This design comes from an exercise in tuning for small area on the open sky130 flow, not from production work.
Only simulation tests tie the RTL to the original design; equivalence was not proved.

==> flow/design.v (outline; a module is shown in full before it is edited, if it fits) <==
// module sigmoid_LUT: 265 lines
// module MBGD_SIGMOID_CALC: 26 lines
// module MBGD_DOT_PROD_CALC: 1494 lines
// module MBGD_FA: 11 lines
// module phase1: 16 lines
module phase1(clk,resetn,enable,x,teta,h);
  // ...
==> flow/run.sh <==
#!/bin/bash
# synth_recipe.tcl (not shown) runs the flow's synth.tcl, then flattens the netlist and writes it again
# the make line also repeats each setting of config.mk as NAME=value (left out here)
make -C /OpenROAD-flow-scripts/flow DESIGN_CONFIG=/design/flow/config.mk WORK_HOME=/design/flow/orfs CLKGATE_MAP_FILE= SYNTH_SCRIPT=/design/flow/synth_recipe.tcl finish
==> flow/config.mk <==
export PLATFORM = sky130hd
export DESIGN_NAME = phase1
export DESIGN_NICKNAME = phase1
export VERILOG_FILES = /design/flow/design.v
export SDC_FILE = /design/flow/constraint.sdc
export NUM_CORES = 4
export LEC_CHECK = 0
export ABC_AREA = 1
export CAP_MARGIN = 20
export CORE_MARGIN = 2
export CORE_UTILIZATION = 50
export SLEW_MARGIN = 20
export SYNTH_HIERARCHICAL = 1
==> flow/constraint.sdc <==
create_clock -name core_clock -period 10.0 [get_ports {clk}]
set_input_delay 2.0000 -clock core_clock [delete_from_list [all_inputs] [get_ports {clk}]]
set_output_delay 2.0000 -clock core_clock [all_outputs]
set_load 0.01 [all_outputs]
==> load_flow_metrics.sql, run 1 <==
INSERT INTO impl_metrics (metric_group, metric, value, unit) VALUES
('worst_setup_path', 'crit_path_end_kind', 'flop', ''),
('layout', 'antenna-diode-count', '0', ''),
('placement', 'place.detailed.hpwl', '47.6', 'mm'),
('layout', 'layout.area.top_class', 'multi-input combinational cells', ''),
('grt', 'grt_util_met2', '51.6', '%'),
('sta', 'slew_headroom', '45.3', '%'),
('sta', 'drv_slew', '0', ''),
('grt', 'global_route.peak_usage_layer', 'met1', ''),
('sta', 'unrepaired_setup_endpoints_after_global_routing', 'no', ''),
('clocking', 'clock-root-buffer', 'clkbuf_16', ''),
('sta', 'clk_skew', '0.00280', 'ns'),
('sta', 'hold_violations', '0', ''),
('worst_setup_path', 'worst-r2r-setup-slack', '7.50', 'ns'),
('clocking', 'worst_setup_hold_path_clk_slew', '0.06', 'ns'),
('status', 'run_status', 'complete, no violations', ''),
('worst_setup_path', 'critical_path_class', 'input port to flop', ''),
('yosys', 'ys.warnings.count', '8', ''),
('layout', 'area_growth', '13.1', '%'),
('worst_setup_path', 'reg2regPathDepth', '12', ''),
('worst_setup_path', 'worst-path-max-fanout', '8', ''),
('worst_setup_path', 'timing.critical_path.cells', 'clkdlybuf4s50_1 > nand2_1 > fa_1 > fa_1 > fa_1 > fa_1 > fa_1 > fa_1 > fa_1 > fa_1 > fa_1 > fa_1 > fa_1 > fa_1 > fa_1 > nor2_1 > nand2_1 > nor3_1 > nand2_1 > nand3_1 > nand2_1 > nand2_1 > nand2_1', ''),
('min_path', 'hold_path.startpoint', 'iMBGD_SIGMOID_CALC.s2[3]', ''),
('floorplanning', 'design.die.area', '31400', 'um^2'),
('route', 'dr_total_vias', '11800', ''),
('floorplanning', 'die_x', '177', 'um'),
('sta', 'fin_ws', '0.540', 'ns'),
('placement', 'port_buffers', '138', ''),
('layout', 'numSequentialCells', '23', ''),
('placement', 'dp_worst_setup_slack', '0.294', 'ns'),
('layout', 'final-clk-cell-share', '0.465', '%'),
('worst_setup_path', 'critPathMostFrequentCell', 'fa_1', ''),
('layout', 'seq-cell-share', '3.44', '%'),
('layout', 'layout.cells.most_common', 'nand2_1', ''),
('route', 'totalWireLength', '51.8', 'mm'),
('clocking', 'post_cts_hold_buffer_count', '0', ''),
('worst_setup_path', 'startpoint_type', 'input port', '');
==> run 2, diff against run 1 <==
--- a/flow/config.mk
+++ b/flow/config.mk
@@ -8,6 +8,6 @@
 export ABC_AREA = 1
 export CAP_MARGIN = 20
 export CORE_MARGIN = 2
-export CORE_UTILIZATION = 50
+export CORE_UTILIZATION = 70
 export SLEW_MARGIN = 20
 export SYNTH_HIERARCHICAL = 1
==> run 2 against run 1 <==
Critical path type unchanged. Hold slack better by 0.0024 ns. Final cell count down 6.5%. Non-clock buffer count down 22. Cell area down 1.8%.
==> load_flow_metrics.sql, run 2 <==
INSERT INTO impl_metrics (metric_group, metric, value, unit) VALUES
('floorplanning', 'die_x', '150', 'um'),
('floorplanning', 'placeableCoreArea', '21000', 'um^2'),
('clocking', 'cts_repair_resize_count', '0', ''),
('route', 'routed.top_layer', 'met5', ''),
('yosys', 'netlist_instances', '1637', ''),
('route', 'post-route-drc-count', '0', ''),
('layout', 'area.sequential', '583', 'um^2'),
('grt', 'grt_start_max_net_pins', '27', ''),
('clocking', 'cts_setup_buffers', '0', ''),
('layout', 'fillers', '1310', ''),
('worst_setup_path', 'cp_slowest_cell', 'clkdlybuf4s50_1', ''),
('grt', 'grt_pass1_wl', '83.8', 'mm'),
('worst_setup_path', 'timing.critical_path.arrival', '9.88', 'ns'),
('floorplanning', 'die_h', '150', 'um'),
('sta', 'timing.final.crit_share', '96.9', '%'),
('sta', 'slew_headroom', '35.1', '%'),
('yosys', 'synth.avg_cell_area', '9.16', 'um^2'),
('layout', 'layoutNonFillerInstCount', '1969', ''),
('grt', 'globalRouteOverflowTotal', '0', ''),
('clocking', 'clock-root-buffer', 'clkbuf_16', ''),
('yosys', 'ys.warnings.count', '8', ''),
('layout', 'drive_gt1_share', '5.14', '%'),
('clocking', 'cts_max_path_buffers', '2', ''),
('layout', 'final_core_util', '79.3', '%'),
('route', 'drtIter0Drc', '1854', ''),
('sta', 'max_slew.worst_pin.slew', '0.970', 'ns'),
('floorplanning', 'pin_count', '139', ''),
('worst_setup_path', 'crit_path_end_kind', 'flop', ''),
('route', 'routedWlPerCell', '28.4', 'um'),
('sta', 'clk_skew', '0.00137', 'ns'),
('sta', 'drv_slew', '0', ''),
('clocking', 'post_cts_hold_buffer_count', '0', ''),
('clocking', 'worst_setup_hold_path_clk_slew', '0.06', 'ns'),
('worst_setup_path', 'setup.worst_path.start', 'x[32]', ''),
('clocking', 'clk-insertion-delay-late', '0.26', 'ns'),
('placement', 'place.gp.congestion', '1.06', ''),
('route', 'antenna_left', '0', ''),
('floorplanning', 'initial_utilization', '71.4', '%'),
('route', 'routed_length_on_met1', '17.0', 'mm'),
('layout', 'layout_top_registers', 'iMBGD_SIGMOID_CALC.h (8), iMBGD_SIGMOID_CALC.s1 (8), iMBGD_SIGMOID_CALC.s2 (7)', ''),
('status', 'run_status', 'complete, no violations', ''),
('sta', 'unrepaired_setup_endpoints_after_global_routing', 'no', ''),
('clocking', 'clock_sinks', '23', ''),
('sta', 'fin_tns_setup', '0', 'ns'),
('clocking', 'tritoncts', 'yes', ''),
('route', 'met3_length', '10.3', 'mm'),
('worst_setup_path', 'cell_family_with_most_cp_delay', 'adder cells', ''),
('layout', 'multi_input_area', '13600', 'um^2'),
('sta', 'achievable-frequency', '103', 'MHz'),
('worst_setup_path', 'worstPathBufferInverterCount', '3', ''),
('worst_setup_path', 'critical_path.max_stage_delay', '0.74', 'ns'),
('yosys', 'synth_area', '15000', 'um^2'),
('floorplanning', 'design.die.area', '22600', 'um^2'),
('route', 'viasPerCell', '6.75', ''),
('layout', 'area_growth', '11.1', '%'),
('min_path', 'hold_path.startpoint', 'iMBGD_SIGMOID_CALC.s2[3]', ''),
('placement', 'numPlacedInstances', '1965', ''),
('grt', 'first_global_vias', '14500', ''),
('worst_setup_path', 'worst-path-max-fanout', '8', ''),
('job', 'max_cap_violations', '0', ''),
('layout', 'mostFrequentLayoutCells', '744 x nand2_1, 486 x fa_1, 138 x clkdlybuf4s50_1', ''),
('grt', 'initial_antenna_violation_count', '0', ''),
('placement', 'port_buffers', '138', ''),
('route', 'dr_total_vias', '13300', ''),
('layout', 'layout.cells.most_common', 'nand2_1', ''),
('sta', 'fin_ws', '0.311', 'ns'),
('route', 'totalWireLength', '56.0', 'mm'),
('worst_setup_path', 'regToRegStartpoint', 'iMBGD_SIGMOID_CALC.s1[2]', ''),
('min_path', 'hold_path.class', 'flop to flop', ''),
('sta', 'hold_violations', '0', ''),
('placement', 'dp_worst_setup_slack', '0.146', 'ns'),
('sta', 'setup_viol', '0', ''),
('floorplanning', 'row_count', '53', ''),
('route', 'firstDrtPassIters', '11', ''),
('layout', 'antenna-diode-count', '0', ''),
('clocking', 'cts_inserted_buffers', '3', ''),
('placement', 'place.detailed.hpwl', '48.2', 'mm'),
('sta', 'min_period', '9.69', 'ns'),
('worst_setup_path', 'startpoint_type', 'input port', ''),
('worst_setup_path', 'critPathMostFrequentCell', 'fa_1', ''),
('grt', 'gr-usage-all-layers', '52.9', '%'),
('layout', 'final_nets', '2335', ''),
('worst_setup_path', 'critical_path_class', 'input port to flop', ''),
('route', 'wl_met2', '23.1', 'mm'),
('worst_setup_path', 'worstPathRequired', '10.19', 'ns'),
('clocking', 'h-tree-depth', '1', '');
run 2: final timing paths:
path,slack (ns),cells after the start,end
max,0.31,27,iMBGD_SIGMOID_CALC.s1[6]
min,0.46,2,iMBGD_SIGMOID_CALC.s2[3]
max reg2reg,7.36,10,iMBGD_SIGMOID_CALC.s2[0]
min reg2reg,0.46,2,iMBGD_SIGMOID_CALC.s2[3]
max in group asynchronous,7.13,1,iMBGD_SIGMOID_CALC.h[2]
min in group asynchronous,2.28,1,iMBGD_SIGMOID_CALC.s1[0]
run 2: cell type report:
cell class / instances / area share, %
Clock buffer: 3 / 0.451
Multi-Input combinational cell: 1407 / 81.5
Inverter: 61 / 1.37
Sequential cell: 23 / 3.50
Tap cell: 275 / 2.07
Timing Repair Buffer: 199 / 11.0
Clock inverter: 1 / 0.0300
run 2: worst register-to-register path, stage by stage, from the launching register on:
cell	delay [ns]
dfrtp_1	0.93
inv_2	0.34
ha_1	0.32
a21oi_1	0.33
nand3_1	0.12
nand3_1	0.09
nand2_1	0.08
nand3_1	0.07
nand2_1	0.08
nand2_1	0.12
nand2_1	0.08
run 2: stage by stage:
| step | hold slack, ns | cell area [um^2] |
|---|---|---|
| floorplan | 0.442 | 15000 |
| global placement | 0.451 | 16600 |
| detailed placement | 0.453 | 16600 |
| CTS | 0.464 | 16700 |
| global route | 0.486 | 16700 |
| finish | 0.463 | 16700 |
run 2: per-layer routing:
metal	vias up	GRT usage [%]
met3	485	25.0
li1	4958	-
met4	2	36.6
met5	-	2.05
met1	6356	65.3
met2	1496	73.8
==> module sigmoid_LUT, before the edit <==
module sigmoid_LUT(z, c);
    input  [7:0] z;
    output reg [6:0] c;
    always @(*) begin
        case (z)
      8'd0: c = 7'd123;
      8'd1: c = 7'd0;
      8'd2: c = 7'd1;
      8'd3: c = 7'd2;
      8'd4: c = 7'd3;
      8'd5: c = 7'd4;
      8'd6: c = 7'd5;
      8'd7: c = 7'd6;
      8'd8: c = 7'd7;
      8'd9: c = 7'd8;
      8'd10: c = 7'd9;
      8'd11: c = 7'd10;
      8'd12: c = 7'd11;
      8'd13: c = 7'd12;
      8'd14: c = 7'd13;
      8'd15: c = 7'd14;
      8'd16: c = 7'd15;
      8'd17: c = 7'd16;
      8'd18: c = 7'd17;
      8'd19: c = 7'd18;
      8'd20: c = 7'd19;
      8'd21: c = 7'd20;
      8'd22: c = 7'd21;
      8'd23: c = 7'd22;
      8'd24: c = 7'd23;
      8'd25: c = 7'd24;
      8'd26: c = 7'd25;
      8'd27: c = 7'd26;
      8'd28: c = 7'd27;
      8'd29: c = 7'd28;
      8'd30: c = 7'd29;
      8'd31: c = 7'd30;
      8'd32: c = 7'd31;
      8'd33: c = 7'd32;
      8'd34: c = 7'd33;
      8'd35: c = 7'd34;
      8'd36: c = 7'd35;
      8'd37: c = 7'd36;
      8'd38: c = 7'd36;
      8'd39: c = 7'd37;
      8'd40: c = 7'd38;
      8'd41: c = 7'd39;
      8'd42: c = 7'd40;
      8'd43: c = 7'd41;
      8'd44: c = 7'd42;
      8'd45: c = 7'd43;
      8'd46: c = 7'd44;
      8'd47: c = 7'd44;
      8'd48: c = 7'd45;
      8'd49: c = 7'd46;
      8'd50: c = 7'd47;
      8'd51: c = 7'd48;
      8'd52: c = 7'd49;
      8'd53: c = 7'd50;
      8'd54: c = 7'd51;
      8'd55: c = 7'd51;
      8'd56: c = 7'd52;
      8'd57: c = 7'd53;
      8'd58: c = 7'd54;
      8'd59: c = 7'd55;
      8'd60: c = 7'd55;
      8'd61: c = 7'd56;
      8'd62: c = 7'd57;
      8'd63: c = 7'd58;
      8'd64: c = 7'd59;
      8'd65: c = 7'd59;
      8'd66: c = 7'd60;
      8'd67: c = 7'd61;
      8'd68: c = 7'd62;
      8'd69: c = 7'd63;
      8'd70: c = 7'd63;
      8'd71: c = 7'd64;
      8'd72: c = 7'd65;
      8'd73: c = 7'd65;
      8'd74: c = 7'd66;
      8'd75: c = 7'd67;
      8'd76: c = 7'd68;
      8'd77: c = 7'd68;
      8'd78: c = 7'd69;
      8'd79: c = 7'd70;
      8'd80: c = 7'd70;
      8'd81: c = 7'd71;
      8'd82: c = 7'd72;
      8'd83: c = 7'd73;
      8'd84: c = 7'd73;
      8'd85: c = 7'd74;
      8'd86: c = 7'd75;
      8'd87: c = 7'd75;
      8'd88: c = 7'd76;
      8'd89: c = 7'd76;
      8'd90: c = 7'd77;
      8'd91: c = 7'd78;
      8'd92: c = 7'd78;
      8'd93: c = 7'd79;
      8'd94: c = 7'd80;
      8'd95: c = 7'd80;
      8'd96: c = 7'd81;
      8'd97: c = 7'd81;
      8'd98: c = 7'd82;
      8'd99: c = 7'd83;
      8'd100: c = 7'd83;
      8'd101: c = 7'd84;
      8'd102: c = 7'd84;
      8'd103: c = 7'd85;
      8'd104: c = 7'd85;
      8'd105: c = 7'd86;
      8'd106: c = 7'd86;
      8'd107: c = 7'd87;
      8'd108: c = 7'd88;
      8'd109: c = 7'd88;
      8'd110: c = 7'd89;
      8'd111: c = 7'd89;
      8'd112: c = 7'd90;
      8'd113: c = 7'd90;
      8'd114: c = 7'd91;
      8'd115: c = 7'd91;
      8'd116: c = 7'd92;
      8'd117: c = 7'd92;
      8'd118: c = 7'd93;
      8'd119: c = 7'd93;
      8'd120: c = 7'd93;
      8'd121: c = 7'd94;
      8'd122: c = 7'd94;
      8'd123: c = 7'd95;
      8'd124: c = 7'd95;
      8'd125: c = 7'd96;
      8'd126: c = 7'd96;
      8'd127: c = 7'd97;
      8'd128: c = 7'd97;
      8'd129: c = 7'd97;
      8'd130: c = 7'd98;
      8'd131: c = 7'd98;
      8'd132: c = 7'd99;
      8'd133: c = 7'd99;
      8'd134: c = 7'd99;
      8'd135: c = 7'd100;
      8'd136: c = 7'd100;
      8'd137: c = 7'd101;
      8'd138: c = 7'd101;
      8'd139: c = 7'd101;
      8'd140: c = 7'd102;
      8'd141: c = 7'd102;
      8'd142: c = 7'd102;
      8'd143: c = 7'd103;
      8'd144: c = 7'd103;
      8'd145: c = 7'd103;
      8'd146: c = 7'd104;
      8'd147: c = 7'd104;
      8'd148: c = 7'd104;
      8'd149: c = 7'd105;
      8'd150: c = 7'd105;
      8'd151: c = 7'd105;
      8'd152: c = 7'd106;
      8'd153: c = 7'd106;
      8'd154: c = 7'd106;
      8'd155: c = 7'd107;
      8'd156: c = 7'd107;
      8'd157: c = 7'd107;
      8'd158: c = 7'd108;
      8'd159: c = 7'd108;
      8'd160: c = 7'd108;
      8'd161: c = 7'd108;
      8'd162: c = 7'd109;
      8'd163: c = 7'd109;
      8'd164: c = 7'd109;
      8'd165: c = 7'd109;
      8'd166: c = 7'd110;
      8'd167: c = 7'd110;
      8'd168: c = 7'd110;
      8'd169: c = 7'd110;
      8'd170: c = 7'd111;
      8'd171: c = 7'd111;
      8'd172: c = 7'd111;
      8'd173: c = 7'd111;
      8'd174: c = 7'd112;
      8'd175: c = 7'd112;
      8'd176: c = 7'd112;
      8'd177: c = 7'd112;
      8'd178: c = 7'd113;
      8'd179: c = 7'd113;
      8'd180: c = 7'd113;
      8'd181: c = 7'd113;
      8'd182: c = 7'd113;
      8'd183: c = 7'd114;
      8'd184: c = 7'd114;
      8'd185: c = 7'd114;
      8'd186: c = 7'd114;
      8'd187: c = 7'd114;
      8'd188: c = 7'd115;
      8'd189: c = 7'd115;
      8'd190: c = 7'd115;
      8'd191: c = 7'd115;
      8'd192: c = 7'd115;
      8'd193: c = 7'd116;
      8'd194: c = 7'd116;
      8'd195: c = 7'd116;
      8'd196: c = 7'd116;
      8'd197: c = 7'd116;
      8'd198: c = 7'd116;
      8'd199: c = 7'd117;
      8'd200: c = 7'd117;
      8'd201: c = 7'd117;
      8'd202: c = 7'd117;
      8'd203: c = 7'd117;
      8'd204: c = 7'd117;
      8'd205: c = 7'd118;
      8'd206: c = 7'd118;
      8'd207: c = 7'd118;
      8'd208: c = 7'd118;
      8'd209: c = 7'd118;
      8'd210: c = 7'd118;
      8'd211: c = 7'd118;
      8'd212: c = 7'd119;
      8'd213: c = 7'd119;
      8'd214: c = 7'd119;
      8'd215: c = 7'd119;
      8'd216: c = 7'd119;
      8'd217: c = 7'd119;
      8'd218: c = 7'd119;
      8'd219: c = 7'd119;
      8'd220: c = 7'd120;
      8'd221: c = 7'd120;
      8'd222: c = 7'd120;
      8'd223: c = 7'd120;
      8'd224: c = 7'd120;
      8'd225: c = 7'd120;
      8'd226: c = 7'd120;
      8'd227: c = 7'd120;
      8'd228: c = 7'd120;
      8'd229: c = 7'd121;
      8'd230: c = 7'd121;
      8'd231: c = 7'd121;
      8'd232: c = 7'd121;
      8'd233: c = 7'd121;
      8'd234: c = 7'd121;
      8'd235: c = 7'd121;
      8'd236: c = 7'd121;
      8'd237: c = 7'd121;
      8'd238: c = 7'd121;
      8'd239: c = 7'd122;
      8'd240: c = 7'd122;
      8'd241: c = 7'd122;
      8'd242: c = 7'd122;
      8'd243: c = 7'd122;
      8'd244: c = 7'd122;
      8'd245: c = 7'd122;
      8'd246: c = 7'd122;
      8'd247: c = 7'd122;
      8'd248: c = 7'd122;
      8'd249: c = 7'd122;
      8'd250: c = 7'd122;
      8'd251: c = 7'd123;
      8'd252: c = 7'd123;
      8'd253: c = 7'd123;
      8'd254: c = 7'd123;
      8'd255: c = 7'd123;
            default: c = 7'd0;
        endcase
    end
endmodule
==> run 3, diff against run 2 <==
--- a/flow/design.v
+++ b/flow/design.v
@@ -1,267 +1,282 @@
 module sigmoid_LUT(z, c);
-    input  [7:0] z;
-    output reg [6:0] c;
-    always @(*) begin
-        case (z)
-      8'd0: c = 7'd123;
-      8'd1: c = 7'd0;
-      8'd2: c = 7'd1;
-      8'd3: c = 7'd2;
-      8'd4: c = 7'd3;
-      8'd5: c = 7'd4;
-      8'd6: c = 7'd5;
-      8'd7: c = 7'd6;
-      8'd8: c = 7'd7;
-      8'd9: c = 7'd8;
-      8'd10: c = 7'd9;
-      8'd11: c = 7'd10;
-      8'd12: c = 7'd11;
-      8'd13: c = 7'd12;
-      8'd14: c = 7'd13;
-      8'd15: c = 7'd14;
-      8'd16: c = 7'd15;
-      8'd17: c = 7'd16;
-      8'd18: c = 7'd17;
-      8'd19: c = 7'd18;
-      8'd20: c = 7'd19;
-      8'd21: c = 7'd20;
-      8'd22: c = 7'd21;
-      8'd23: c = 7'd22;
-      8'd24: c = 7'd23;
-      8'd25: c = 7'd24;
-      8'd26: c = 7'd25;
-      8'd27: c = 7'd26;
-      8'd28: c = 7'd27;
-      8'd29: c = 7'd28;
-      8'd30: c = 7'd29;
-      8'd31: c = 7'd30;
-      8'd32: c = 7'd31;
-      8'd33: c = 7'd32;
-      8'd34: c = 7'd33;
-      8'd35: c = 7'd34;
-      8'd36: c = 7'd35;
-      8'd37: c = 7'd36;
-      8'd38: c = 7'd36;
-      8'd39: c = 7'd37;
-      8'd40: c = 7'd38;
-      8'd41: c = 7'd39;
-      8'd42: c = 7'd40;
-      8'd43: c = 7'd41;
-      8'd44: c = 7'd42;
-      8'd45: c = 7'd43;
-      8'd46: c = 7'd44;
-      8'd47: c = 7'd44;
-      8'd48: c = 7'd45;
-      8'd49: c = 7'd46;
-      8'd50: c = 7'd47;
-      8'd51: c = 7'd48;
-      8'd52: c = 7'd49;
-      8'd53: c = 7'd50;
-      8'd54: c = 7'd51;
-      8'd55: c = 7'd51;
-      8'd56: c = 7'd52;
-      8'd57: c = 7'd53;
-      8'd58: c = 7'd54;
-      8'd59: c = 7'd55;
-      8'd60: c = 7'd55;
-      8'd61: c = 7'd56;
-      8'd62: c = 7'd57;
-      8'd63: c = 7'd58;
-      8'd64: c = 7'd59;
-      8'd65: c = 7'd59;
-      8'd66: c = 7'd60;
-      8'd67: c = 7'd61;
-      8'd68: c = 7'd62;
-      8'd69: c = 7'd63;
-      8'd70: c = 7'd63;
-      8'd71: c = 7'd64;
-      8'd72: c = 7'd65;
-      8'd73: c = 7'd65;
-      8'd74: c = 7'd66;
-      8'd75: c = 7'd67;
-      8'd76: c = 7'd68;
-      8'd77: c = 7'd68;
-      8'd78: c = 7'd69;
-      8'd79: c = 7'd70;
-      8'd80: c = 7'd70;
-      8'd81: c = 7'd71;
-      8'd82: c = 7'd72;
-      8'd83: c = 7'd73;
-      8'd84: c = 7'd73;
-      8'd85: c = 7'd74;
-      8'd86: c = 7'd75;
-      8'd87: c = 7'd75;
-      8'd88: c = 7'd76;
-      8'd89: c = 7'd76;
-      8'd90: c = 7'd77;
-      8'd91: c = 7'd78;
-      8'd92: c = 7'd78;
-      8'd93: c = 7'd79;
-      8'd94: c = 7'd80;
-      8'd95: c = 7'd80;
-      8'd96: c = 7'd81;
-      8'd97: c = 7'd81;
-      8'd98: c = 7'd82;
-      8'd99: c = 7'd83;
-      8'd100: c = 7'd83;
-      8'd101: c = 7'd84;
-      8'd102: c = 7'd84;
-      8'd103: c = 7'd85;
-      8'd104: c = 7'd85;
-      8'd105: c = 7'd86;
-      8'd106: c = 7'd86;
-      8'd107: c = 7'd87;
-      8'd108: c = 7'd88;
-      8'd109: c = 7'd88;
-      8'd110: c = 7'd89;
-      8'd111: c = 7'd89;
-      8'd112: c = 7'd90;
-      8'd113: c = 7'd90;
-      8'd114: c = 7'd91;
-      8'd115: c = 7'd91;
-      8'd116: c = 7'd92;
-      8'd117: c = 7'd92;
-      8'd118: c = 7'd93;
-      8'd119: c = 7'd93;
-      8'd120: c = 7'd93;
-      8'd121: c = 7'd94;
-      8'd122: c = 7'd94;
-      8'd123: c = 7'd95;
-      8'd124: c = 7'd95;
-      8'd125: c = 7'd96;
-      8'd126: c = 7'd96;
-      8'd127: c = 7'd97;
-      8'd128: c = 7'd97;
-      8'd129: c = 7'd97;
-      8'd130: c = 7'd98;
-      8'd131: c = 7'd98;
-      8'd132: c = 7'd99;
-      8'd133: c = 7'd99;
-      8'd134: c = 7'd99;
-      8'd135: c = 7'd100;
-      8'd136: c = 7'd100;
-      8'd137: c = 7'd101;
-      8'd138: c = 7'd101;
-      8'd139: c = 7'd101;
-      8'd140: c = 7'd102;
-      8'd141: c = 7'd102;
-      8'd142: c = 7'd102;
-      8'd143: c = 7'd103;
-      8'd144: c = 7'd103;
-      8'd145: c = 7'd103;
-      8'd146: c = 7'd104;
-      8'd147: c = 7'd104;
-      8'd148: c = 7'd104;
-      8'd149: c = 7'd105;
-      8'd150: c = 7'd105;
-      8'd151: c = 7'd105;
-      8'd152: c = 7'd106;
-      8'd153: c = 7'd106;
-      8'd154: c = 7'd106;
-      8'd155: c = 7'd107;
-      8'd156: c = 7'd107;
-      8'd157: c = 7'd107;
-      8'd158: c = 7'd108;
-      8'd159: c = 7'd108;
-      8'd160: c = 7'd108;
-      8'd161: c = 7'd108;
-      8'd162: c = 7'd109;
-      8'd163: c = 7'd109;
-      8'd164: c = 7'd109;
-      8'd165: c = 7'd109;
-      8'd166: c = 7'd110;
-      8'd167: c = 7'd110;
-      8'd168: c = 7'd110;
-      8'd169: c = 7'd110;
-      8'd170: c = 7'd111;
-      8'd171: c = 7'd111;
-      8'd172: c = 7'd111;
-      8'd173: c = 7'd111;
-      8'd174: c = 7'd112;
-      8'd175: c = 7'd112;
-      8'd176: c = 7'd112;
-      8'd177: c = 7'd112;
-      8'd178: c = 7'd113;
-      8'd179: c = 7'd113;
-      8'd180: c = 7'd113;
-      8'd181: c = 7'd113;
-      8'd182: c = 7'd113;
-      8'd183: c = 7'd114;
-      8'd184: c = 7'd114;
-      8'd185: c = 7'd114;
-      8'd186: c = 7'd114;
-      8'd187: c = 7'd114;
-      8'd188: c = 7'd115;
-      8'd189: c = 7'd115;
-      8'd190: c = 7'd115;
-      8'd191: c = 7'd115;
-      8'd192: c = 7'd115;
-      8'd193: c = 7'd116;
-      8'd194: c = 7'd116;
-      8'd195: c = 7'd116;
-      8'd196: c = 7'd116;
-      8'd197: c = 7'd116;
-      8'd198: c = 7'd116;
-      8'd199: c = 7'd117;
-      8'd200: c = 7'd117;
-      8'd201: c = 7'd117;
-      8'd202: c = 7'd117;
-      8'd203: c = 7'd117;
-      8'd204: c = 7'd117;
-      8'd205: c = 7'd118;
-      8'd206: c = 7'd118;
-      8'd207: c = 7'd118;
-      8'd208: c = 7'd118;
-      8'd209: c = 7'd118;
-      8'd210: c = 7'd118;
-      8'd211: c = 7'd118;
-      8'd212: c = 7'd119;
-      8'd213: c = 7'd119;
-      8'd214: c = 7'd119;
-      8'd215: c = 7'd119;
-      8'd216: c = 7'd119;
-      8'd217: c = 7'd119;
-      8'd218: c = 7'd119;
-      8'd219: c = 7'd119;
-      8'd220: c = 7'd120;
-      8'd221: c = 7'd120;
-      8'd222: c = 7'd120;
-      8'd223: c = 7'd120;
-      8'd224: c = 7'd120;
-      8'd225: c = 7'd120;
-      8'd226: c = 7'd120;
-      8'd227: c = 7'd120;
-      8'd228: c = 7'd120;
-      8'd229: c = 7'd121;
-      8'd230: c = 7'd121;
-      8'd231: c = 7'd121;
-      8'd232: c = 7'd121;
-      8'd233: c = 7'd121;
-      8'd234: c = 7'd121;
-      8'd235: c = 7'd121;
-      8'd236: c = 7'd121;
-      8'd237: c = 7'd121;
-      8'd238: c = 7'd121;
-      8'd239: c = 7'd122;
-      8'd240: c = 7'd122;
-      8'd241: c = 7'd122;
-      8'd242: c = 7'd122;
-      8'd243: c = 7'd122;
-      8'd244: c = 7'd122;
-      8'd245: c = 7'd122;
-      8'd246: c = 7'd122;
-      8'd247: c = 7'd122;
-      8'd248: c = 7'd122;
-      8'd249: c = 7'd122;
-      8'd250: c = 7'd122;
-      8'd251: c = 7'd123;
-      8'd252: c = 7'd123;
-      8'd253: c = 7'd123;
-      8'd254: c = 7'd123;
-      8'd255: c = 7'd123;
-            default: c = 7'd0;
-        endcase
-    end
+  input  [7:0] z;
+  output [6:0] c;
+  wire new_n16, new_n17, new_n18, new_n19, new_n20, new_n21, new_n22,
+    new_n23, new_n24, new_n25, new_n26, new_n27, new_n28, new_n29, new_n30,
+    new_n31, new_n32, new_n33, new_n34, new_n35, new_n36, new_n37, new_n38,
+    new_n39, new_n40, new_n41, new_n42, new_n43, new_n44, new_n45, new_n46,
+    new_n47, new_n48, new_n49, new_n50, new_n51, new_n52, new_n53, new_n54,
+    new_n55, new_n56, new_n57, new_n58, new_n59, new_n60, new_n61, new_n62,
+    new_n63, new_n65, new_n66, new_n67, new_n68, new_n69, new_n70, new_n71,
+    new_n73, new_n74, new_n75, new_n76, new_n77, new_n78, new_n79, new_n80,
+    new_n81, new_n82, new_n83, new_n84, new_n85, new_n86, new_n87, new_n88,
+    new_n89, new_n90, new_n91, new_n92, new_n93, new_n94, new_n95, new_n97,
+    new_n98, new_n99, new_n100, new_n101, new_n102, new_n103, new_n104,
+    new_n105, new_n106, new_n107, new_n108, new_n109, new_n110, new_n111,
+    new_n112, new_n113, new_n114, new_n115, new_n116, new_n117, new_n118,
+    new_n120, new_n121, new_n122, new_n123, new_n124, new_n125, new_n126,
+    new_n127, new_n128, new_n129, new_n130, new_n131, new_n132, new_n133,
+    new_n134, new_n135, new_n136, new_n137, new_n138, new_n139, new_n141,
+    new_n142, new_n143, new_n144, new_n145, new_n146, new_n147, new_n148,
+    new_n149, new_n150, new_n151, new_n152, new_n153, new_n154, new_n155,
+    new_n156, new_n157, new_n158, new_n159, new_n160, new_n161, new_n162,
+    new_n163, new_n164, new_n165, new_n166, new_n167, new_n168, new_n169,
+    new_n170, new_n171, new_n172, new_n173, new_n174, new_n175, new_n176,
+    new_n177, new_n178, new_n179, new_n180, new_n181, new_n182, new_n183,
+    new_n184, new_n185, new_n186, new_n187, new_n188, new_n189, new_n190,
+    new_n191, new_n192, new_n193, new_n194, new_n195, new_n196, new_n197,
+    new_n198, new_n199, new_n200, new_n201, new_n202, new_n203, new_n204,
+    new_n205, new_n206, new_n207, new_n208, new_n209, new_n210, new_n211,
+    new_n212, new_n213, new_n214, new_n215, new_n216, new_n218, new_n219,
+    new_n220, new_n221, new_n222, new_n223, new_n224, new_n225, new_n226,
+    new_n227, new_n228, new_n229, new_n230, new_n231, new_n232, new_n233,
+    new_n234, new_n235, new_n236, new_n237, new_n238, new_n239, new_n240,
+    new_n241, new_n242, new_n243, new_n244, new_n245, new_n246, new_n247,
+    new_n248, new_n249, new_n250, new_n251, new_n252, new_n253, new_n254,
+    new_n255, new_n256, new_n257;
+  assign new_n16 = z[7] & z[3];
+  assign new_n17 = z[4] & new_n16;
+  assign new_n18 = z[2] & ~z[1];
+  assign new_n19 = z[5] & ~z[1];
+  assign new_n20 = ~z[7] & z[0];
+  assign new_n21 = ~z[3] & new_n20;
+  assign new_n22 = new_n19 & ~new_n21;
+  assign new_n23 = ~z[6] & ~z[1];
+  assign new_n24 = ~new_n20 & new_n23;
+  assign new_n25 = ~new_n22 & ~new_n24;
+  assign new_n26 = ~new_n18 & new_n25;
+  assign new_n27 = ~new_n17 & ~new_n26;
+  assign new_n28 = z[5] & z[4];
+  assign new_n29 = z[7] & ~z[4];
+  assign new_n30 = ~new_n28 & ~new_n29;
+  assign new_n31 = ~z[6] & new_n30;
+  assign new_n32 = z[2] & z[1];
+  assign new_n33 = new_n31 & ~new_n32;
+  assign new_n34 = ~z[5] & ~z[4];
+  assign new_n35 = z[3] & z[2];
+  assign new_n36 = ~new_n34 & new_n35;
+  assign new_n37 = ~new_n31 & new_n36;
+  assign new_n38 = ~new_n33 & ~new_n37;
+  assign new_n39 = ~new_n27 & ~new_n38;
+  assign new_n40 = ~z[3] & ~z[2];
+  assign new_n41 = ~z[4] & new_n40;
+  assign new_n42 = ~z[7] & new_n41;
+  assign new_n43 = ~new_n39 & new_n42;
+  assign new_n44 = ~z[2] & ~z[0];
+  assign new_n45 = ~z[2] & z[1];
+  assign new_n46 = ~z[1] & ~z[0];
+  assign new_n47 = ~new_n45 & ~new_n46;
+  assign new_n48 = new_n28 & ~new_n47;
+  assign new_n49 = ~new_n44 & new_n48;
+  assign new_n50 = z[1] & z[0];
+  assign new_n51 = ~z[4] & ~new_n50;
+  assign new_n52 = ~z[5] & ~new_n51;
+  assign new_n53 = z[4] & z[2];
+  assign new_n54 = z[5] & ~new_n53;
+  assign new_n55 = z[3] & ~new_n54;
+  assign new_n56 = z[6] & ~new_n55;
+  assign new_n57 = ~new_n52 & new_n56;
+  assign new_n58 = ~new_n49 & ~new_n57;
+  assign new_n59 = ~new_n43 & new_n58;
+  assign new_n60 = ~z[5] & ~new_n59;
+  assign new_n61 = ~z[6] & new_n60;
+  assign new_n62 = z[6] & ~new_n60;
+  assign new_n63 = ~z[7] & ~new_n62;
+  assign c[6] = new_n61 | ~new_n63;
+  assign new_n65 = ~z[7] & ~z[5];
+  assign new_n66 = ~z[7] & z[6];
+  assign new_n67 = ~z[6] & ~z[4];
+  assign new_n68 = ~new_n66 & ~new_n67;
+  assign new_n69 = ~new_n59 & ~new_n68;
+  assign new_n70 = ~new_n65 & ~new_n69;
+  assign new_n71 = ~new_n59 & new_n65;
+  assign c[5] = new_n70 | new_n71;
+  assign new_n73 = ~z[7] & z[2];
+  assign new_n74 = ~z[0] & new_n34;
+  assign new_n75 = new_n73 & new_n74;
+  assign new_n76 = ~z[5] & ~z[1];
+  assign new_n77 = new_n44 & new_n76;
+  assign new_n78 = z[6] & ~z[4];
+  assign new_n79 = z[7] & ~new_n78;
+  assign new_n80 = ~new_n77 & ~new_n79;
+  assign new_n81 = ~z[2] & new_n28;
+  assign new_n82 = new_n80 & ~new_n81;
+  assign new_n83 = ~new_n75 & new_n82;
+  assign new_n84 = ~z[7] & z[3];
+  assign new_n85 = ~z[6] & ~new_n84;
+  assign new_n86 = ~new_n83 & new_n85;
+  assign new_n87 = new_n68 & ~new_n86;
+  assign new_n88 = z[7] & z[5];
+  assign new_n89 = z[4] & new_n88;
+  assign new_n90 = ~z[5] & z[1];
+  assign new_n91 = ~z[7] & ~new_n90;
+  assign new_n92 = ~new_n19 & ~new_n91;
+  assign new_n93 = new_n37 & new_n92;
+  assign new_n94 = ~new_n89 & ~new_n93;
+  assign new_n95 = new_n59 & new_n94;
+  assign c[4] = new_n87 | ~new_n95;
+  assign new_n97 = ~z[2] & new_n66;
+  assign new_n98 = ~new_n68 & ~new_n97;
+  assign new_n99 = z[5] & ~new_n84;
+  assign new_n100 = ~new_n98 & new_n99;
+  assign new_n101 = c[4] & new_n100;
+  assign new_n102 = ~new_n48 & new_n73;
+  assign new_n103 = ~new_n25 & new_n102;
+  assign new_n104 = ~z[3] & new_n45;
+  assign new_n105 = new_n97 & ~new_n104;
+  assign new_n106 = z[0] & new_n32;
+  assign new_n107 = ~z[3] & ~new_n106;
+  assign new_n108 = ~new_n80 & new_n107;
+  assign new_n109 = ~new_n105 & ~new_n108;
+  assign new_n110 = new_n34 & ~new_n109;
+  assign new_n111 = ~new_n103 & ~new_n110;
+  assign new_n112 = ~new_n39 & new_n111;
+  assign new_n113 = ~new_n101 & new_n112;
+  assign new_n114 = ~c[5] & new_n104;
+  assign new_n115 = ~z[3] & z[2];
+  assign new_n116 = ~new_n67 & new_n115;
+  assign new_n117 = ~c[4] & new_n116;
+  assign new_n118 = ~new_n114 & ~new_n117;
+  assign c[2] = new_n113 & new_n118;
+  assign new_n120 = ~new_n34 & ~new_n84;
+  assign new_n121 = c[2] & ~new_n120;
+  assign new_n122 = ~new_n84 & ~c[2];
+  assign new_n123 = ~new_n121 & ~new_n122;
+  assign new_n124 = ~new_n57 & new_n123;
+  assign new_n125 = ~z[5] & new_n78;
+  assign new_n126 = z[6] & z[4];
+  assign new_n127 = ~z[7] & ~new_n35;
+  assign new_n128 = ~new_n126 & new_n127;
+  assign new_n129 = ~new_n125 & ~new_n128;
+  assign new_n130 = ~new_n60 & ~new_n129;
+  assign new_n131 = z[6] & z[5];
+  assign new_n132 = ~new_n30 & ~new_n131;
+  assign new_n133 = ~new_n130 & ~new_n132;
+  assign new_n134 = ~new_n124 & new_n133;
+  assign new_n135 = ~z[7] & ~z[2];
+  assign new_n136 = ~z[3] & ~new_n29;
+  assign new_n137 = ~new_n135 & new_n136;
+  assign new_n138 = ~z[6] & ~new_n137;
+  assign new_n139 = new_n123 & new_n138;
+  assign c[3] = new_n134 | new_n139;
+  assign new_n141 = z[5] & ~new_n73;
+  assign new_n142 = new_n113 & new_n141;
+  assign new_n143 = new_n25 & ~new_n142;
+  assign new_n144 = z[7] & ~z[2];
+  assign new_n145 = ~new_n22 & ~new_n144;
+  assign new_n146 = ~new_n31 & ~new_n145;
+  assign new_n147 = ~new_n117 & ~new_n146;
+  assign new_n148 = ~new_n143 & new_n147;
+  assign new_n149 = ~new_n73 & ~new_n144;
+  assign new_n150 = ~new_n35 & ~c[5];
+  assign new_n151 = ~new_n53 & ~new_n150;
+  assign new_n152 = z[4] & ~z[3];
+  assign new_n153 = new_n46 & ~new_n152;
+  assign new_n154 = ~new_n151 & new_n153;
+  assign new_n155 = ~new_n149 & new_n154;
+  assign new_n156 = ~z[5] & new_n37;
+  assign new_n157 = ~new_n16 & ~new_n152;
+  assign new_n158 = ~z[6] & z[4];
+  assign new_n159 = ~z[5] & ~new_n32;
+  assign new_n160 = ~new_n158 & ~new_n159;
+  assign new_n161 = ~new_n157 & new_n160;
+  assign new_n162 = ~new_n156 & ~new_n161;
+  assign new_n163 = ~new_n101 & new_n162;
+  assign new_n164 = new_n95 & ~new_n163;
+  assign new_n165 = ~new_n18 & ~new_n104;
+  assign new_n166 = z[5] & ~new_n165;
+  assign new_n167 = new_n40 & new_n76;
+  assign new_n168 = z[3] & z[0];
+  assign new_n169 = ~new_n53 & new_n90;
+  assign new_n170 = new_n168 & new_n169;
+  assign new_n171 = ~new_n167 & ~new_n170;
+  assign new_n172 = ~new_n166 & new_n171;
+  assign new_n173 = z[6] & new_n172;
+  assign new_n174 = z[5] & new_n53;
+  assign new_n175 = ~z[3] & ~new_n32;
+  assign new_n176 = z[5] & ~new_n175;
+  assign new_n177 = ~z[7] & ~new_n176;
+  assign new_n178 = ~new_n174 & ~new_n177;
+  assign new_n179 = new_n28 & ~new_n172;
+  assign new_n180 = ~new_n178 & ~new_n179;
+  assign new_n181 = ~new_n173 & new_n180;
+  assign new_n182 = ~new_n110 & ~new_n181;
+  assign new_n183 = z[2] & ~new_n46;
+  assign new_n184 = new_n78 & ~new_n183;
+  assign new_n185 = new_n18 & new_n158;
+  assign new_n186 = new_n45 & ~new_n158;
+  assign new_n187 = ~new_n174 & ~new_n186;
+  assign new_n188 = ~new_n185 & new_n187;
+  assign new_n189 = ~new_n184 & new_n188;
+  assign new_n190 = new_n16 & ~new_n189;
+  assign new_n191 = ~z[0] & ~new_n178;
+  assign new_n192 = z[7] & ~new_n172;
+  assign new_n193 = ~new_n191 & ~new_n192;
+  assign new_n194 = ~z[6] & ~new_n193;
+  assign new_n195 = ~new_n190 & ~new_n194;
+  assign new_n196 = z[1] & new_n195;
+  assign new_n197 = ~new_n182 & new_n196;
+  assign new_n198 = ~new_n41 & ~new_n88;
+  assign new_n199 = z[4] & new_n144;
+  assign new_n200 = z[2] & new_n29;
+  assign new_n201 = ~new_n199 & ~new_n200;
+  assign new_n202 = new_n198 & new_n201;
+  assign new_n203 = new_n17 & ~new_n202;
+  assign new_n204 = ~z[3] & ~new_n83;
+  assign new_n205 = new_n21 & new_n76;
+  assign new_n206 = ~new_n19 & new_n200;
+  assign new_n207 = z[5] & new_n135;
+  assign new_n208 = ~new_n206 & ~new_n207;
+  assign new_n209 = new_n168 & ~new_n208;
+  assign new_n210 = ~new_n205 & ~new_n209;
+  assign new_n211 = ~new_n204 & new_n210;
+  assign new_n212 = z[6] & ~new_n211;
+  assign new_n213 = ~new_n203 & ~new_n212;
+  assign new_n214 = ~new_n197 & new_n213;
+  assign new_n215 = ~new_n164 & new_n214;
+  assign new_n216 = ~new_n155 & new_n215;
+  assign c[1] = new_n148 | ~new_n216;
+  assign new_n218 = ~z[0] & ~new_n90;
+  assign new_n219 = ~c[5] & new_n218;
+  assign new_n220 = c[2] & new_n219;
+  assign new_n221 = ~new_n28 & new_n40;
+  assign new_n222 = z[5] & z[1];
+  assign new_n223 = new_n20 & ~new_n222;
+  assign new_n224 = ~new_n221 & new_n223;
+  assign new_n225 = ~new_n110 & new_n224;
+  assign new_n226 = ~new_n60 & new_n225;
+  assign new_n227 = ~new_n164 & new_n226;
+  assign new_n228 = ~z[5] & ~new_n50;
+  assign new_n229 = new_n183 & ~new_n228;
+  assign new_n230 = z[1] & new_n73;
+  assign new_n231 = ~new_n229 & ~new_n230;
+  assign new_n232 = ~z[4] & ~new_n231;
+  assign new_n233 = ~new_n209 & new_n232;
+  assign new_n234 = ~z[5] & z[4];
+  assign new_n235 = ~new_n35 & new_n234;
+  assign new_n236 = ~new_n40 & new_n235;
+  assign new_n237 = ~new_n20 & ~new_n236;
+  assign new_n238 = ~new_n233 & new_n237;
+  assign new_n239 = z[6] & ~new_n238;
+  assign new_n240 = ~new_n227 & new_n239;
+  assign new_n241 = ~new_n220 & new_n240;
+  assign new_n242 = z[5] & new_n154;
+  assign new_n243 = ~new_n45 & new_n110;
+  assign new_n244 = new_n17 & new_n44;
+  assign new_n245 = ~z[6] & ~z[2];
+  assign new_n246 = new_n222 & ~new_n245;
+  assign new_n247 = ~new_n178 & new_n246;
+  assign new_n248 = ~z[6] & ~new_n218;
+  assign new_n249 = new_n178 & new_n248;
+  assign new_n250 = ~new_n247 & ~new_n249;
+  assign new_n251 = z[1] & new_n35;
+  assign new_n252 = new_n202 & ~new_n251;
+  assign new_n253 = ~new_n250 & new_n252;
+  assign new_n254 = new_n195 & ~new_n253;
+  assign new_n255 = ~new_n244 & ~new_n254;
+  assign new_n256 = ~new_n243 & ~new_n255;
+  assign new_n257 = ~new_n242 & new_n256;
+  assign c[0] = new_n241 | ~new_n257;
 endmodule
 `timescale 1ns/1ps
 module MBGD_SIGMOID_CALC
==> flow/flow/run.sh (new file) <==
#!/bin/bash
# Layout flow: the standard flow, with two changes after synthesis.
#  - the buffers ABC put into the synthesized netlist are removed at the
#    floorplan (REMOVE_ABC_BUFFERS=1), and
#  - the port buffers that global placement inserts on every input and
#    output are the smallest buffer, buf_1.
# Synthesis itself is the standard one, run unchanged. Each step's full output
# is kept in a log file in this folder.
set -euo pipefail
bash standard.sh synth > synth.log 2>&1
bash standard.sh REMOVE_ABC_BUFFERS=1 \
  'BUFFER_PORTS_ARGS=-buffer_cell sky130_fd_sc_hd__buf_1' finish > layout.log 2>&1
==> flow/standard.sh (new file) <==
#!/bin/bash
# synth_recipe.tcl (not shown) runs the flow's synth.tcl, then flattens the netlist and writes it again
# the make line also repeats each setting of config.mk as NAME=value (left out here)
make -C /OpenROAD-flow-scripts/flow DESIGN_CONFIG=/design/flow/config.mk WORK_HOME=/design/flow/orfs CLKGATE_MAP_FILE= SYNTH_SCRIPT=/design/flow/synth_recipe.tcl "${@:-finish}"
--- a/flow/config.mk
+++ b/flow/config.mk
@@ -9,5 +9,6 @@
 export CAP_MARGIN = 20
 export CORE_MARGIN = 2
 export CORE_UTILIZATION = 70
+export GPL_TIMING_DRIVEN = 0
 export SLEW_MARGIN = 20
 export SYNTH_HIERARCHICAL = 1
removed: flow/run.sh
==> run 3 against run 2 <==
Global-route usage shrank 6.9 points. Hold slack gained 0.0019 ns. Cell area shrank 8.7%.
==> load_flow_metrics.sql, run 3 <==
INSERT INTO impl_metrics (metric_group, metric, value, unit) VALUES
('min_path', 'min_delay_path_depth', '2', ''),
('floorplanning', 'row_count', '53', ''),
('route', 'totalWireLength', '47.2', 'mm'),
('floorplanning', 'die_x', '150', 'um'),
('worst_setup_path', 'startpoint_type', 'input port', ''),
('layout', 'mostFrequentLayoutCells', '651 x nand2_1, 486 x fa_1, 137 x buf_1', ''),
('route', 'post-route-drc-count', '0', ''),
('worst_setup_path', 'reg2regPathDepth', '16', ''),
('route', 'dr_total_vias', '11800', ''),
('grt', 'globalRouteOverflowTotal', '0', ''),
('worst_setup_path', 'cp_slowest_cell', 'fa_1', ''),
('route', 'antenna_left', '0', ''),
('layout', 'area_growth', '2.13', '%'),
('sta', 'fin_tns_setup', '0', 'ns'),
('sta', 'clk_skew', '0.00606', 'ns'),
('sta', 'achievable-frequency', '104', 'MHz'),
('worst_setup_path', 'critPathMostFrequentCell', 'fa_1', ''),
('sta', 'unrepaired_setup_endpoints_after_global_routing', 'no', ''),
('worst_setup_path', 'regToRegStartpoint', 'iMBGD_SIGMOID_CALC.s1[5]', ''),
('worst_setup_path', 'critical_path.max_stage_delay', '0.76', 'ns'),
('sta', 'max_slew.worst_pin.slew', '1.02', 'ns'),
('placement', 'place.gp.congestion', '1.04', ''),
('clocking', 'cts_inserted_buffers', '3', ''),
('layout', 'drive_gt1_share', '5.68', '%'),
('layout', 'fillers', '1567', ''),
('sta', 'min_period', '9.60', 'ns'),
('layout', 'layout.cells.most_common', 'nand2_1', ''),
('worst_setup_path', 'critical_path_class', 'input port to flop', ''),
('clocking', 'tritoncts', 'yes', ''),
('sta', 'hold_violations', '0', ''),
('route', 'firstDrtPassIters', '5', ''),
('worst_setup_path', 'r2r_end', 'iMBGD_SIGMOID_CALC.s2[3]', ''),
('clocking', 'cts_setup_buffers', '0', ''),
('min_path', 'whs_endpoint', 'iMBGD_SIGMOID_CALC.s2[4]', ''),
('worst_setup_path', 'worst-path-max-fanout', '8', ''),
('clocking', 'h-tree-depth', '1', ''),
('min_path', 'hold_path.class', 'flop to flop', ''),
('grt', 'grt_start_max_net_pins', '25', ''),
('floorplanning', 'placeableCoreArea', '21000', 'um^2'),
('clocking', 'clock-root-buffer', 'clkbuf_16', ''),
('sta', 'timing.final.crit_share', '96.0', '%'),
('placement', 'placed_cell_area', '15100', 'um^2'),
('worst_setup_path', 'worstPathRequired', '10.19', 'ns'),
('yosys', 'netlist_instances', '1550', ''),
('layout', 'final_cell_area', '15200', 'um^2'),
('sta', 'drv_slew', '0', ''),
('grt', 'initial_antenna_violation_count', '0', ''),
('placement', 'port_buffers', '138', ''),
('sta', 'slew_headroom', '32.1', '%'),
('clocking', 'clock_sinks', '23', ''),
('clocking', 'post_cts_hold_buffer_count', '0', ''),
('worst_setup_path', 'timing.critical_path.arrival', '9.79', 'ns'),
('clocking', 'cts_repair_resize_count', '0', ''),
('clocking', 'cts_max_path_buffers', '2', ''),
('route', 'viasPerCell', '6.44', ''),
('layout', 'final_nets', '2180', ''),
('grt', 'gr-usage-all-layers', '46.0', '%'),
('yosys', 'synth.avg_cell_area', '9.61', 'um^2'),
('job', 'max_cap_violations', '0', ''),
('clocking', 'worst_setup_hold_path_clk_slew', '0.06', 'ns'),
('status', 'run_status', 'complete, no violations', ''),
('yosys', 'ys.warnings.count', '7', ''),
('sta', 'setup_viol', '0', ''),
('floorplanning', 'pin_count', '139', ''),
('grt', 'grt_pass1_wl', '73.7', 'mm'),
('worst_setup_path', 'cell_family_with_most_cp_delay', 'adder cells', ''),
('worst_setup_path', 'worstPathBufferInverterCount', '3', ''),
('clocking', 'clk-insertion-delay-late', '0.26', 'ns');
[run 3: metal layers]
metal	vias up	share of wire (%)	GRT usage, %	routed length, um
met5	-	0	1.36	0
met4	0	9.9	33.9	4660
met3	257	14	12.8	6740
met2	1034	44	66.4	20700
met1	5873	32	60.2	15200
li1	4590	-	-	-
[run 3: layout make-up]
| type | count | area (um^2) | share of cell area, % |
|---|---|---|---|
| well taps | 275 | 344 | 2.26 |
| repair buffers | 138 | 519 | 3.41 |
| multi-input cells | 1320 | 13400 | 88.3 |
| clock buffers | 3 | 75.1 | 0.494 |
| clock inverters | 1 | 5.00 | 0.0329 |
| inverters | 65 | 254 | 1.67 |
| flip-flops and latches | 23 | 583 | 3.83 |
[run 3: worst max-delay path by stage]
stage	startpoint	slack, ns	endpoint	depth (start not counted)
2_1_floorplan	teta[3]	1.45	iMBGD_SIGMOID_CALC.s1[4]	26
3_3_place_gp	teta[24]	0.39	iMBGD_SIGMOID_CALC.s1[4]	27
3_5_place_dp	teta[24]	0.29	iMBGD_SIGMOID_CALC.s1[6]	25
4_1_cts	teta[24]	0.54	iMBGD_SIGMOID_CALC.s1[6]	25
5_1_grt	teta[24]	0.1	iMBGD_SIGMOID_CALC.s1[6]	25
6_report	teta[24]	0.40	iMBGD_SIGMOID_CALC.s1[4]	27
[run 3: metrics by stage]
step	cells	hold WS, ns	setup slack, ns	utilization, %
2_1_floorplan	1408	0.442	1.45	-
3_3_place_gp	1821	0.450	0.386	72.2
3_5_place_dp	1821	0.455	0.288	72.2
4_1_cts	1825	0.465	0.540	72.6
5_1_grt	1825	0.482	0.0987	72.6
6_report	1825	0.465	0.403	72.6
[run 3: worst register-to-register path, delay by kind of cell, from the launching register on]
kind / cells / cell delay [ns]
flip-flops: 1 / 0.88
AO/OA/AOI/OAI: 1 / 0.08
AND/OR/NAND/NOR: 14 / 1.52
buffers and inverters: 1 / 0.20

## separate check: timing with driven ports
No port has a modelled driver above. Below, the same layouts with a new extraction and two added sets of constraints.
Step 1 (the two cells are an assumption about what drives the block):
set clk [get_ports {clk}]
set_driving_cell -lib_cell sky130_fd_sc_hd__clkbuf_16 $clk
set_driving_cell -lib_cell sky130_fd_sc_hd__buf_2 [delete_from_list [all_inputs] $clk]
Step 2 moves the port delays by t, midway between the first and last clock arrival at a register: inputs arrive t later, outputs are due t later. That takes back most of the time a late clock gives input paths.
a / b / c = ideal / step 1 / step 2; a / b = the first two.
run	t (ns)	setup slack, ns	worst setup path at the end	clock arrival spread, ns
run 1	0.279	0.540 / 0.544 / 0.266	input to register	0.002 / 0.003
run 2	0.286	0.311 / 0.298 / 0.012	input to register	0.001 / 0.002
run 3	0.285	0.403 / 0.402 / 0.117	input to register	0.006 / 0.006
After both steps setup and hold are still met in every run listed. The setup slack of run 2, which loses most, moves by -0.013 ns with the drivers and by -0.299 ns with both steps.
